This is an optimization exercise on Yosys and OpenROAD, whose aim is small area, a short achievable clock period and few clock cycles, not a production implementation.
No activity file was given, so power comes from the tool's default toggle rates.

==> flow/design.v <==
module L1_cache
(
	input clk,
	input rst,
	input [31:0] mem_address, mem_wdata,
	input logic mem_read, mem_write,
	input [3:0] mem_byte_enable,
	output [31:0] mem_rdata,
	output logic mem_resp,
	input logic pmem_resp,
	input [255:0] pmem_rdata,
	output pmem_read, pmem_write,
	output logic [31:0] pmem_address,
	output [255:0] pmem_wdata
);
logic [255:0] line;
logic [26:0] tag;
logic valid, dirty;
logic [7:0] wsel;      
logic [3:0] wbe;       
logic [31:0] rdata_q;  
logic [3:0] s, o;
wire req     = mem_read | mem_write;
wire cidle   = ~(s[3] | s[1] | s[0]);
wire hit     = valid & (tag == mem_address[31:5]);
wire st_done = s[1] & (|wbe);       
function automatic logic [3:0] next(input logic [3:0] q, input logic rq,
	input logic ht, input logic dn, input logic pr);
	logic rd, wr, rs, pd, cidle, miss, rd_start;
	{rd, wr, rs, pd} = q;
	cidle = ~(rd | rs | pd);
	miss = cidle & rq & ~ht;
	rd_start = (miss & ~dn) | (pd & wr & pr);
	next[3] = rd ? ~pr : rd_start;
	next[2] = wr ? ~pr : (~rd & dn);
	next[1] = (cidle & rq & ht) | (rd & pr);
	next[0] = pd ? ~(wr & pr) : (miss & dn);
endfunction
wire dirty_n = st_done | (dirty & ~(s[2] & pmem_resp));
always_ff @(posedge clk) begin
	if (rst) begin
		s <= 4'b0;
		o <= 4'b0;
		valid <= 1'b0;
		dirty <= 1'b0;
	end else begin
		s <= next(s, req, hit, dirty_n, pmem_resp);
		o <= next(o, req, hit, dirty_n, pmem_resp);
		dirty <= dirty_n;
		if (s[3] & pmem_resp) valid <= 1'b1;
		else if (cidle & ~req & ~dirty_n) valid <= 1'b0;
	end
end
assign pmem_read    = o[3];
assign pmem_write   = o[2];
assign mem_resp     = o[1];
assign pmem_address = {tag, 5'b0};
assign pmem_wdata   = line;
assign mem_rdata    = rdata_q;
always_ff @(posedge clk) begin
	if (cidle) begin
		for (int w = 0; w < 8; w++)
			wsel[w] <= (mem_address[4:2] == 3'(w));
		wbe <= mem_write ? mem_byte_enable : 4'b0;
	end
	if ((cidle & ~dirty_n) | (s[0] & s[2] & pmem_resp))
		tag <= mem_address[31:5];
end
logic [255:0] line_d;
always_comb begin
	for (int k = 0; k < 32; k++) begin
		logic m, f, h;
		m = wsel[k / 4] & wbe[k % 4] & (s[3] | s[1]);
		f = s[3] & ~m;
		h = ~s[3] & ~m;
		line_d[8*k +: 8] = ({8{m}} & mem_wdata[8*(k%4) +: 8])
		                 | ({8{f}} & pmem_rdata[8*k +: 8])
		                 | ({8{h}} & line[8*k +: 8]);
	end
end
always_ff @(posedge clk)
	line <= line_d;
logic [7:0] rsel;
logic [31:0] rdata_d;
always_comb begin
	for (int w = 0; w < 8; w++)
		rsel[w] = cidle ? (mem_address[4:2] == 3'(w)) : wsel[w];
	rdata_d = '0;
	for (int w = 0; w < 8; w++)
		rdata_d = rdata_d | ({32{rsel[w]}} & line_d[32*w +: 32]);
end
always_ff @(posedge clk)
	rdata_q <= rdata_d;
endmodule
==> flow/config.mk <==
export PLATFORM = sky130hd
export DESIGN_NAME = L1_cache
export DESIGN_NICKNAME = L1_cache
export VERILOG_FILES = /design/flow/design.v
export SDC_FILE = /design/flow/constraint.sdc
export NUM_CORES = 4
export LEC_CHECK = 0
export ABC_AREA = 1
export CAP_MARGIN = 20
export CORE_AREA = 4 4 226 226
export DIE_AREA = 0 0 230 230
export PLACE_DENSITY = 0.45
export SLEW_MARGIN = 20
==> flow/constraint.sdc <==
create_clock -name core_clock -period 10.0 [get_ports {clk}]
set_input_delay 2.0000 -clock core_clock [delete_from_list [all_inputs] [get_ports {clk}]]
set_output_delay 2.0000 -clock core_clock [all_outputs]
set_load 0.01 [all_outputs]
standard.sh (not shown) runs the stock make flow with config.mk's settings and CLKGATE_MAP_FILE= SYNTH_SCRIPT=/design/flow/synth_recipe.tcl, a recipe that flattens the netlist after the stock synthesis.
==> flow/flow/run.sh <==
#!/bin/bash
# Standard layout, with plain buffers on the ports, a clock tree without
# dummy loads and timing repair aimed at a larger setup margin. The whole
# ORFS output goes to standard_flow.log.
set -euo pipefail
bash standard.sh "BUFFER_PORTS_ARGS=-buffer_cell sky130_fd_sc_hd__buf_1" \
  "CTS_ARGS=-sink_clustering_enable -repair_clock_nets -dont_use_dummy_load -buf_list sky130_fd_sc_hd__clkbuf_8 -root_buf sky130_fd_sc_hd__clkbuf_16" \
  SETUP_SLACK_MARGIN=6.9 finish > standard_flow.log 2>&1
The starting point finished clean.
Next try:
==> flow/flow/run.sh (replaced) <==
#!/bin/bash
# Standard layout, with plain buffers on the ports, a clock tree without
# dummy loads and timing repair aimed at a larger setup margin. The whole
# ORFS output goes to standard_flow.log.
set -euo pipefail
bash standard.sh "BUFFER_PORTS_ARGS=-buffer_cell sky130_fd_sc_hd__buf_1" \
  "CTS_ARGS=-sink_clustering_enable -repair_clock_nets -dont_use_dummy_load -buf_list sky130_fd_sc_hd__clkbuf_16 -root_buf sky130_fd_sc_hd__clkbuf_16 -sink_clustering_size 24 -sink_clustering_max_diameter 120 -distance_between_buffers 400" \
  SETUP_SLACK_MARGIN=6.9 finish > standard_flow.log 2>&1
- PLACE_DENSITY: 0.45 -> 0.6
Effect:
- The new run went through all stages and came out clean
- flip-flop and latch count stays the same
- wire length shrinks by a few percent
- worst setup slack loses 7.0 ps
- non-clock buffer count went up by 3
- die area does not change
- clock-buffer cell count is lower by 48
- global-route usage fell by 1.4 points
Next try:
==> flow/flow/run.sh (replaced) <==
#!/bin/bash
# Standard layout, with plain buffers on the ports, a clock tree without
# dummy loads and timing repair aimed at a larger setup margin. The whole
# ORFS output goes to standard_flow.log.
set -euo pipefail
bash standard.sh "BUFFER_PORTS_ARGS=-buffer_cell sky130_fd_sc_hd__buf_1" \
  "CTS_ARGS=-sink_clustering_enable -repair_clock_nets -dont_use_dummy_load" \
  SETUP_SLACK_MARGIN=6.9 finish > standard_flow.log 2>&1
Result: Combinational power hardly moves. Synthesized area is unchanged. Via count is higher slightly. Clock skew went down by 8.4 ps. Power rises by roughly a tenth. Wire length went up slightly. Design area rose by a few percent.
Next try:
==> flow/flow/run.sh (replaced) <==
#!/bin/bash
# Standard layout, with plain buffers on the ports and timing repair aimed at
# a larger setup margin. The whole ORFS output goes to standard_flow.log.
set -euo pipefail
bash standard.sh "BUFFER_PORTS_ARGS=-buffer_cell sky130_fd_sc_hd__buf_1" SETUP_SLACK_MARGIN=6.9 finish > standard_flow.log 2>&1
The changed run ran to the end with no violations.
Routed wire length is about the same.
Clock-buffer cell count rose by 16.
Setup slack loses 8.1 ps.
Final cell count rose by 0.95%.
Next try:
==> flow/flow/run.sh (replaced) <==
#!/bin/bash
# Standard layout, with plain buffers on the ports, a clock tree without
# dummy loads and timing repair aimed at a larger setup margin. The whole
# ORFS output goes to standard_flow.log.
set -euo pipefail
bash standard.sh "BUFFER_PORTS_ARGS=-buffer_cell sky130_fd_sc_hd__buf_1" \
  "CTS_ARGS=-sink_clustering_enable -repair_clock_nets -dont_use_dummy_load -buf_list sky130_fd_sc_hd__clkbuf_8 -root_buf sky130_fd_sc_hd__clkbuf_16 -sink_clustering_size 16 -sink_clustering_max_diameter 60" \
  SETUP_SLACK_MARGIN=6.8 finish > standard_flow.log 2>&1
The new run finished clean.
Design area came out lower by 8.4%.
Setup slack got worse by 42 ps.
Routed wire length came out lower by 1.2%.
Maximum frequency came out lower by 1.3%.
Sequential power stays flat.
Next try:
==> flow/flow/run.sh (replaced) <==
#!/bin/bash
# Standard layout, with plain buffers on the ports, a clock tree without
# dummy loads and timing repair aimed at a larger setup margin. The whole
# ORFS output goes to standard_flow.log.
set -euo pipefail
bash standard.sh "BUFFER_PORTS_ARGS=-buffer_cell sky130_fd_sc_hd__buf_1" \
  "CTS_ARGS=-sink_clustering_enable -repair_clock_nets -dont_use_dummy_load -buf_list sky130_fd_sc_hd__clkbuf_8 -root_buf sky130_fd_sc_hd__clkbuf_16 -sink_clustering_size 12 -sink_clustering_max_diameter 60 -sink_clustering_levels 1" \
  SETUP_SLACK_MARGIN=6.9 finish > standard_flow.log 2>&1
Effect:
- The new run passed the timing, design-rule and antenna checks
- final area climbs by a few percent
- global-route usage climbs by 0.18 points
- via count climbs slightly
- routed wire length climbs slightly
- power climbs by a few percent
- final cell count climbs slightly
No run of this note included a check of the RTL's function; only the layout flow was run.

==> what the ideal ports hide <==
The flow's constraints put no driver on any port. The routed layouts listed below were extracted and timed again, unchanged, in two steps. Step 1, drivers: a clkbuf_16 drives clk and a buf_2 each remaining input, both assumed. Step 2 moves the port delays by t, midway between the first and last clock arrival at a register: inputs arrive t later, outputs are due t later. That takes back most of the time a late clock gives input paths. Three values: ideal, step 1, step 2; two values: the first two.
run	t, ns	slack for setup (ns)	worst setup path after step 2	clock arrival spread, ns	worst data-port slew with drivers (ns)
the first run	0.587	6.893 / 6.833 / 6.361	input to register	0.024 / 0.024	0.11
the second run	0.577	6.886 / 6.829 / 6.402	input to register	0.048 / 0.048	0.12
the third run	0.587	6.887 / 6.830 / 6.317	input to register	0.043 / 0.043	0.12
the fourth run	0.601	6.879 / 6.821 / 6.301	input to register	0.024 / 0.025	0.11
the fifth run	0.566	6.837 / 6.790 / 6.255	input to register	0.060 / 0.060	0.11
the sixth run	0.563	6.884 / 6.827 / 6.316	input to register	0.048 / 0.048	0.12
After both steps setup and hold are still met in every run listed. The setup slack of the fifth run, which loses most, moves by -0.047 ns with the drivers and by -0.582 ns with both steps.
